Context: an optimization exercise on an open-source flow, tuned for small area and a short achievable clock period. The choices shown serve that exercise and are no tape-out recipe.
At most, simulation tests tie the RTL to the original design; equivalence was not proved.
Power and IR drop assume default switching activity. The flow treats the clock pin as an ideal source, which a real chip does not have.

Setup of v20:
// mul_A
module mul_A (CLK, RESETn, a, b, y);
	input CLK;
	input RESETn;
	input [31:0] a, b;
	output [63:0] y;
	reg [31:0] b0;
	reg d0_n0;
	reg d0_o0;
	reg d0_t0;
	reg d0_n1;
	reg d0_o1;
	reg d0_t1;
	reg d0_n2;
	reg d0_o2;
	reg d0_t2;
	reg d0_n3;
	reg d0_o3;
	reg d0_t3;
	reg d0_n4;
	reg d0_o4;
	reg d0_t4;
	reg a0_9;
	reg a0_10;
	reg a0_11;
	reg a0_12;
	reg a0_13;
	reg a0_14;
	reg a0_15;
	reg a0_16;
	reg a0_17;
	reg a0_18;
	reg a0_19;
	reg a0_20;
	reg a0_21;
	reg a0_22;
	reg a0_23;
	reg a0_24;
	reg a0_25;
	reg a0_26;
	reg a0_27;
	reg a0_28;
	reg a0_29;
	reg a0_30;
	reg a0_31;
	reg m1_0_0;
	reg m1_0_1;
	reg m1_1_0;
	reg m1_2_0;
	reg m1_2_1;
	reg m1_3_0;
	reg m1_3_1;
	reg m1_4_0;
	reg m1_4_1;
	reg m1_5_0;
	reg m1_5_1;
	reg m1_6_0;
	reg m1_6_1;
	reg m1_7_0;
	reg m1_7_1;
	reg m1_8_0;
	reg m1_8_1;
	reg m1_9_0;
	reg m1_9_1;
	reg m1_10_0;
	reg m1_10_1;
	reg m1_11_0;
	reg m1_11_1;
	reg m1_12_0;
	reg m1_12_1;
	reg m1_13_0;
	reg m1_13_1;
	reg m1_14_0;
	reg m1_14_1;
	reg m1_15_0;
	reg m1_15_1;
	reg m1_16_0;
	reg m1_16_1;
	reg m1_17_0;
	reg m1_17_1;
	reg m1_18_0;
	reg m1_18_1;
	reg m1_19_0;
	reg m1_19_1;
	reg m1_20_0;
	reg m1_20_1;
	reg m1_21_0;
	reg m1_21_1;
	reg m1_22_0;
	reg m1_22_1;
	reg m1_23_0;
	reg m1_23_1;
	reg m1_24_0;
	reg m1_24_1;
	reg m1_25_0;
	reg m1_25_1;
	reg m1_26_0;
	reg m1_26_1;
	reg m1_27_0;
	reg m1_27_1;
	reg m1_28_0;
	reg m1_28_1;
	reg m1_29_0;
	reg m1_29_1;
	reg m1_30_0;
	reg m1_30_1;
	reg m1_31_0;
	reg m1_31_1;
	reg m1_32_0;
	reg m1_32_1;
	reg m1_33_0;
	reg m1_33_1;
	reg m1_34_0;
	reg m1_34_1;
	reg m1_35_0;
	reg m1_35_1;
	reg m1_36_0;
	reg m1_36_1;
	reg m1_37_0;
	reg m1_37_1;
	reg m1_38_0;
	reg m1_38_1;
	reg m1_39_0;
	reg m1_39_1;
	reg m1_40_0;
	reg m1_40_1;
	reg m1_41_0;
	reg m1_41_1;
	reg nd1;
	reg [31:0] b1;
	reg d1_n5;
	reg d1_o5;
	reg d1_t5;
	reg d1_n6;
	reg d1_o6;
	reg d1_t6;
	reg d1_n7;
	reg d1_o7;
	reg d1_t7;
	reg d1_n8;
	reg d1_o8;
	reg d1_t8;
	reg a1_17;
	reg a1_18;
	reg a1_19;
	reg a1_20;
	reg a1_21;
	reg a1_22;
	reg a1_23;
	reg a1_24;
	reg a1_25;
  ...
make LEC_CHECK=0 CAP_MARGIN=20 CORE_MARGIN=2 CORE_UTILIZATION=40 SLEW_MARGIN=20 finish   # period 5.0 ns
run.sh (not shown) runs the stock make flow with config.mk's settings and CLKGATE_MAP_FILE= SYNTH_SCRIPT=/design/flow/synth_recipe.tcl, a recipe that flattens the netlist after the stock synthesis.
Per the final summary, v20 finished and its layout is clean on timing, DRC and antenna.
Input changes introduced in v7 (baseline for comparison: v20):
- CORE_UTILIZATION changed from 40 to 55
- SETUP_SLACK_MARGIN newly set to 2.6
==> comparison <==
- The final layout from v20, which completed every stage, passed the timing, DRC and antenna checks at the end of the flow.
- v7 finished end to end and its layout was clean on timing, DRC and antenna.
- Diff v7 and v20: overall routing resource usage lower in v20
- Compared with v20, v7 instantiates a smaller number of standard cells.
- Non-clock buffer total of the final layout came out higher on v7 than on v20.
- Against v20, die area in v7 came out better.
- In v7, the worst hold slack came out 0.0040 ns below the value in v20.
- Diff v7 and v20: relative contribution of combinational cells to total power higher in v7
- Compared with v20, v7 shows a lower die width.
- Relative to v20, the wire length of the first global-routing pass measured on v7 has increased by a few percent.
- In the metrics for v7 and v20, the one carrying the higher number of cells on the critical path is v20.
No functional check of the RTL was part of any run of this note.

== build 54 ==
mul_A, a different RTL version from the one above (not shown whole).
Size: ~4900 cells after synthesis, roughly 2600 flip-flops, about 130 I/O pins.
make LEC_CHECK=0 CAP_MARGIN=20 CORE_MARGIN=2 CORE_UTILIZATION=55 CTS_CLUSTER_DIAMETER=120 CTS_CLUSTER_SIZE=32 SETUP_SLACK_MARGIN=2.85 SLEW_MARGIN=20 SYNTH_HIERARCHICAL=1 SYNTH_MINIMUM_KEEP_SIZE=0 finish   # period 5.0 ns
Relative to build 54, the following input files were edited for build 76:
# build 54
export LEC_CHECK = 0
export CAP_MARGIN = 20
export CORE_MARGIN = 2
export CORE_UTILIZATION = 55
export CTS_CLUSTER_DIAMETER = 120
export CTS_CLUSTER_SIZE = 32
export SETUP_SLACK_MARGIN = 2.85
export SLEW_MARGIN = 20
export SYNTH_HIERARCHICAL = 1
export SYNTH_MINIMUM_KEEP_SIZE = 0
create_clock -name core_clock -period 5.0 [get_ports {CLK}]
# build 76
export LEC_CHECK = 0
export CAP_MARGIN = 20
export CORE_MARGIN = 2
export CORE_UTILIZATION = 55
export CTS_CLUSTER_DIAMETER = 70
export CTS_CLUSTER_SIZE = 32
export SETUP_SLACK_MARGIN = 2.85
export SLEW_MARGIN = 20
export SYNTH_HIERARCHICAL = 1
export SYNTH_MINIMUM_KEEP_SIZE = 0
create_clock -name core_clock -period 5.0 [get_ports {CLK}]
[summary]
Final critical path time including I/O delays and setup, build 76 and build 54: larger value in build 76
The launching element of the worst setup path comes out d6_p16 in one run and y[16] in the other, namely in build 76 and build 54 respectively.
Build 54 ended up with sky130_fd_sc_hd__dfxtp_2 as its cell type of the slowest stage on the worst timing path; build 76 ended up with sky130_fd_sc_hd__fa_2.
Build 76 has final total power above what build 54 had.
The part of the cycle the worst path needs number comes out higher for build 76 vs build 54.
### build 76 -> build 37
# build 76
export LEC_CHECK = 0
export CAP_MARGIN = 20
export CORE_MARGIN = 2
export CORE_UTILIZATION = 55
export CTS_CLUSTER_DIAMETER = 70
export CTS_CLUSTER_SIZE = 32
export SETUP_SLACK_MARGIN = 2.85
export SLEW_MARGIN = 20
export SYNTH_HIERARCHICAL = 1
export SYNTH_MINIMUM_KEEP_SIZE = 0
create_clock -name core_clock -period 5.0 [get_ports {CLK}]
# build 37
export LEC_CHECK = 0
export CAP_MARGIN = 20
export CORE_MARGIN = 2
export CORE_UTILIZATION = 60
export CTS_CLUSTER_DIAMETER = 120
export CTS_CLUSTER_SIZE = 30
export PLACE_DENSITY = 0.7
export SETUP_SLACK_MARGIN = 2.85
export SLEW_MARGIN = 20
export SYNTH_HIERARCHICAL = 1
export SYNTH_MINIMUM_KEEP_SIZE = 0
create_clock -name core_clock -period 5.0 [get_ports {CLK}]
Comparing build 76 and build 37, floorplan die height is higher on build 76.
The multi-input gate share of total cell area reported for build 37 is greater than that of build 76 by 0.69 points.
Summary of build 37 over build 76: met1 routed wirelength after detailed routing -about 7%; fraction of final layout cells with drive strength greater than 1 shows a reduction of 1.7 points; number of fill cells moved down; critical path required time rose 20 ps.
Post-route total power went down by a few percent going from build 76 to build 37.
Build 37 vs. build 76: global-route usage higher, count of buffer and inverter cells on the critical path dropped 1, cell area after placement essentially unchanged, power drawn by the clock network shows a reduction of about 26%.
### build 37 -> build 6
# build 37
export LEC_CHECK = 0
export CAP_MARGIN = 20
export CORE_MARGIN = 2
export CORE_UTILIZATION = 60
export CTS_CLUSTER_DIAMETER = 120
export CTS_CLUSTER_SIZE = 30
export PLACE_DENSITY = 0.7
export SETUP_SLACK_MARGIN = 2.85
export SLEW_MARGIN = 20
export SYNTH_HIERARCHICAL = 1
export SYNTH_MINIMUM_KEEP_SIZE = 0
create_clock -name core_clock -period 5.0 [get_ports {CLK}]
# build 6
export LEC_CHECK = 0
export CAP_MARGIN = 20
export CORE_MARGIN = 2
export CORE_UTILIZATION = 70
export CTS_CLUSTER_DIAMETER = 120
export CTS_CLUSTER_SIZE = 32
export SETUP_SLACK_MARGIN = 2.85
export SLEW_MARGIN = 20
export SYNTH_HIERARCHICAL = 1
export SYNTH_MINIMUM_KEEP_SIZE = 0
create_clock -name core_clock -period 5.0 [get_ports {CLK}]
Notes after the runs:
The floorplan die height in build 6 is 0.927 times that in build 37. Build 37 reports its capturing instance or port of the critical path as q8_46 while build 6 reports q8_ci. Summary of build 6 over build 37: relative contribution of combinational cells to total power went up 0.2 points, layout clock buffer count now sits lower.

mul_A again, from the RTL that the note above started with.
Settings: LEC_CHECK=0, CAP_MARGIN=20, CORE_MARGIN=2, CORE_UTILIZATION=55, CTS_CLUSTER_DIAMETER=120, CTS_CLUSTER_SIZE=30, SETUP_SLACK_MARGIN=2.95, SLEW_MARGIN=20, SYNTH_HIERARCHICAL=1, SYNTH_MINIMUM_KEEP_SIZE=0; clock period 5.0 ns.
Next try:
CTS_CLUSTER_SIZE = 32   (was 30)
SETUP_SLACK_MARGIN = 2.8   (was 2.95)
What happened:
- The new run went through all stages and came out clean
- design area came out lower by about 2%
- worst hold slack gains 0.0045 ns
- routed wire length came out lower by 4.8%
- global-route usage came out lower by 0.47 points
- core utilization came out lower by 1.2 points
- first-iteration DRC count came out higher by about 1.5%
- cell count came out lower by about 0.7%
- register-to-register slack gains 0.03 ns
- worst setup slack gains 0.034 ns
Next try:
SETUP_SLACK_MARGIN = 2.75   (was 2.8)
Effect:
- The new run went through all stages and came out clean
- routed wire length fell slightly
- cell area fell slightly
- count of clock-buffer cells in the layout rose by 1
- register-to-register slack barely changes
- synthesized area is unchanged
- total power stays flat
- clock power rose slightly
- global-route usage stays flat

static timing again, ports no longer ideal:
How much do the figures lean on ideal ports? The routed layouts below were timed once more, with nothing changed but the port constraints. Step 1: set_driving_cell puts a clkbuf_16 on CLK and a buf_2 on each other input, an assumption about the parent block. Step 2, shift: input delay + t, output delay - t, t = (earliest + latest rising clock arrival at the registers) / 2. This alone moves slack from input paths to output paths. Three values: ideal, step 1, step 2; two values: the first two.
| run | t (ns) | slack for setup (ns) | pins driven straight from the clock port |
|---|---|---|---|
| v20 | 0.894 | 1.711 / 1.711 / 1.711 | 1 |
| v7 | 0.869 | 2.317 / 2.317 / 2.317 | 1 |
| build 54 | 0.792 | 2.819 / 2.748 / 2.839 | 1 |
| build 76 | 0.834 | 2.774 / 2.701 / 2.774 | 1 |
| build 37 | 0.795 | 2.748 / 2.748 / 2.748 | 1 |
| build 6 | 0.784 | 2.797 / 2.756 / 2.797 | 1 |
| the first run of note 3 | 0.810 | 2.742 / 2.742 / 2.742 | 1 |
| the second run of note 3 | 0.806 | 2.777 / 2.746 / 2.777 | 1 |
| the third run of note 3 | 0.808 | 2.768 / 2.749 / 2.768 | 1 |
After both steps setup and hold are still met in every run listed.
